Background: an optimization exercise with open tools, aiming at small area. Do not read the settings as production practice.
Power figures rest on the tool's default switching activity, not on a simulated workload.

Setup of build 8:
Design zigbee_rx_back, start of the top module:
module zigbee_rx_back (
  input  logic       clk_i,
  input  logic       resetn_i,
  input  logic [4:0] ibb_i,
  input  logic [4:0] qbb_i,
  input  logic       iq_valid_i,
  input  logic       psel_i,
  input  logic       penable_i,
  input  logic       pwrite_i,
  output logic [7:0] prdata_o,
  output logic       pslverr_o,
  output logic       bit_o,
  output logic       bit_en_o
);
clock: 10.0 ns
lec_check: 0
abc_area: 1
cap_margin: 20
core_margin: 2
core_utilization: 65
place_density: 0.75
slew_margin: 20
standard.sh (not shown) runs the stock make flow with config.mk's settings and CLKGATE_MAP_FILE= SYNTH_SCRIPT=/design/flow/synth_recipe.tcl, a recipe that flattens the netlist after the stock synthesis.
==> flow/flow/run.sh <==
#!/bin/bash
# Layout flow: the standard flow (standard.sh) for every step, with these
# changes in how the layout is made:
#  - synthesis maps the logic with an area-oriented ABC script (abc_area.script
#    here, in place of ORFS's) and leaves adders to ABC (no ADDER_MAP_FILE);
#    the rest of synthesis is ORFS's, unchanged, so the registers are the
#    standard synthesis's;
#  - port buffers are sky130_fd_sc_hd__buf_1 (every port still gets one);
#  - clock tree synthesis leaves out dummy loads and uses clkbuf_8 buffers with
#    small sink clusters.
# Each step's full output goes to a log file in the work folder.
set -euo pipefail
WORK=$(pwd)
cp -r "$FLOW_HOME/scripts" "$WORK/scripts_own"
cp "$WORK/flow/abc_area.script" "$WORK/scripts_own/abc_area.script"
SCRIPTS_DIR="$WORK/scripts_own" ADDER_MAP_FILE= bash standard.sh synth > "$WORK/log_synth.txt" 2>&1
export BUFFER_PORTS_ARGS="-buffer_cell sky130_fd_sc_hd__buf_1"
export CTS_ARGS="-sink_clustering_enable -repair_clock_nets -dont_use_dummy_load -sink_clustering_size 12 -sink_clustering_max_diameter 40 -buf_list {sky130_fd_sc_hd__clkbuf_4 sky130_fd_sc_hd__clkbuf_8}"
bash standard.sh finish > "$WORK/log_layout.txt" 2>&1
==> flow/flow/abc_area.script <==
strash
dch
map -a
mfs2 -a
strash
&get -n
&dch
&nf -R 1000
&put
topo
[inputs] build 96 vs build 8
-- flow/flow/run.sh --
<<< build 8, line 16
SCRIPTS_DIR="$WORK/scripts_own" ADDER_MAP_FILE= bash standard.sh synth > "$WORK/log_synth.txt" 2>&1
export BUFFER_PORTS_ARGS="-buffer_cell sky130_fd_sc_hd__buf_1"
export CTS_ARGS="-sink_clustering_enable -repair_clock_nets -dont_use_dummy_load -sink_clustering_size 12 -sink_clustering_max_diameter 40 -buf_list {sky130_fd_sc_hd__clkbuf_4 sky130_fd_sc_hd__clkbuf_8}"
bash standard.sh finish > "$WORK/log_layout.txt" 2>&1
>>> build 96, line 16
SCRIPTS_DIR="$WORK/scripts_own" ADDER_MAP_FILE= bash standard.sh synth > "$WORK/log_synth.txt" 2>&1
export BUFFER_PORTS_ARGS="-buffer_cell sky130_fd_sc_hd__buf_1"
export CTS_ARGS="-sink_clustering_enable -repair_clock_nets -dont_use_dummy_load -sink_clustering_size 32 -sink_clustering_max_diameter 40 -buf_list sky130_fd_sc_hd__clkbuf_16"
bash standard.sh finish > "$WORK/log_layout.txt" 2>&1
Results
Build 8 -> build 96: via count of the routed design decreased slightly. Build 96 against build 8: CTS buffer count now smaller; final critical-path share of the clock period went up; worst path setup slack after routing fell 27 ps; final sequential cell count has remained practically unchanged. [diff] relative slew slack, build 96 relative to build 8: regression. Re initial antenna violation count: no difference whatsoever between build 8 and build 96.
--- input diff build 96..build 10 ---
-- flow/flow/run.sh --
<<< build 96, line 16
SCRIPTS_DIR="$WORK/scripts_own" ADDER_MAP_FILE= bash standard.sh synth > "$WORK/log_synth.txt" 2>&1
export BUFFER_PORTS_ARGS="-buffer_cell sky130_fd_sc_hd__buf_1"
export CTS_ARGS="-sink_clustering_enable -repair_clock_nets -dont_use_dummy_load -sink_clustering_size 32 -sink_clustering_max_diameter 40 -buf_list sky130_fd_sc_hd__clkbuf_16"
bash standard.sh finish > "$WORK/log_layout.txt" 2>&1
>>> build 10, line 16
SCRIPTS_DIR="$WORK/scripts_own" ADDER_MAP_FILE= bash standard.sh synth > "$WORK/log_synth.txt" 2>&1
export BUFFER_PORTS_ARGS="-buffer_cell sky130_fd_sc_hd__buf_1"
export CTS_ARGS="-sink_clustering_enable -repair_clock_nets -dont_use_dummy_load -sink_clustering_size 10 -sink_clustering_max_diameter 30 -buf_list sky130_fd_sc_hd__clkbuf_4"
bash standard.sh finish > "$WORK/log_layout.txt" 2>&1
[summary]
Build 10 did not stop at any stage, and its layout met the timing, design-rule and antenna checks. Later-pin clock latency in the skew report in build 10 is 160 ps above build 96. Summary: with build 96 as the reference, power spent charging and discharging nets in build 10 moved down by a few percent. Taking build 96 as the reference point, the final period demand of the worst path of build 10 falls by 110 ps. Routed wire length ends up lower on build 10. Build 10 against build 96: total CTS buffers went up by about 100%; global-route usage has decreased. Build 10 gives less total power than build 96 did. Arrival time reported for the critical path endpoint was lower in the run labelled build 96.
#### Input delta (build 69 over build 10)
-- flow/flow/run.sh --
<<< build 10, line 16
SCRIPTS_DIR="$WORK/scripts_own" ADDER_MAP_FILE= bash standard.sh synth > "$WORK/log_synth.txt" 2>&1
export BUFFER_PORTS_ARGS="-buffer_cell sky130_fd_sc_hd__buf_1"
export CTS_ARGS="-sink_clustering_enable -repair_clock_nets -dont_use_dummy_load -sink_clustering_size 10 -sink_clustering_max_diameter 30 -buf_list sky130_fd_sc_hd__clkbuf_4"
bash standard.sh finish > "$WORK/log_layout.txt" 2>&1
>>> build 69, line 16
SCRIPTS_DIR="$WORK/scripts_own" ADDER_MAP_FILE= bash standard.sh synth > "$WORK/log_synth.txt" 2>&1
export BUFFER_PORTS_ARGS="-buffer_cell sky130_fd_sc_hd__buf_1"
export CTS_ARGS="-sink_clustering_enable -repair_clock_nets -dont_use_dummy_load -sink_clustering_size 24 -sink_clustering_max_diameter 40 -buf_list sky130_fd_sc_hd__clkbuf_8"
bash standard.sh finish > "$WORK/log_layout.txt" 2>&1
--- outcome ---
In terms of share of cell area taken by muxes after synthesis, build 10 and build 69 differ only marginally. Diff build 10 -> build 69 | wire length on met2 | down by a few percent. Delta (build 69 minus build 10): final critical delay including setup and external delays up 21 ps; layout-stage area growth over the synthesis result fell 0.25 points; overall power shows a reduction of 0.45%. Changes observed in build 69 relative to build 10: hold slack went up; total via count in the routed design has decreased; count of clock-buffer cells in the layout fell by about 50%.
No functional check of the RTL was part of any run of this note.

==> what the ideal ports hide <==
No port has a modelled driver above. Below, the same layouts with a new extraction and two added sets of constraints.
Step 1 (the two cells are an assumption about what drives the block):
set clk [get_ports {clk_i}]
set_driving_cell -lib_cell sky130_fd_sc_hd__clkbuf_16 $clk
set_driving_cell -lib_cell sky130_fd_sc_hd__buf_2 [delete_from_list [all_inputs] $clk]
Step 2 times the ports against the registers' clock, not the clock port: input delays grow and output delays shrink by t, the midpoint of the rising clock arrivals with the driver on.
a / b / c = ideal / step 1 / step 2; a / b = the first two.
run	t (ns)	setup WS [ns]	worst slew at a driven data input, ns	pins driven straight from the clock port
build 8	0.615	4.401 / 4.419 / 3.804	0.03	1
build 96	0.550	4.374 / 4.397 / 3.847	0.03	1
build 10	0.684	4.480 / 4.498 / 3.814	0.03	1
build 69	0.596	4.459 / 4.478 / 3.883	0.03	1
After both steps setup and hold are still met in every run listed. The setup slack of build 10, which loses most, moves by +0.018 ns with the drivers and by -0.666 ns with both steps.
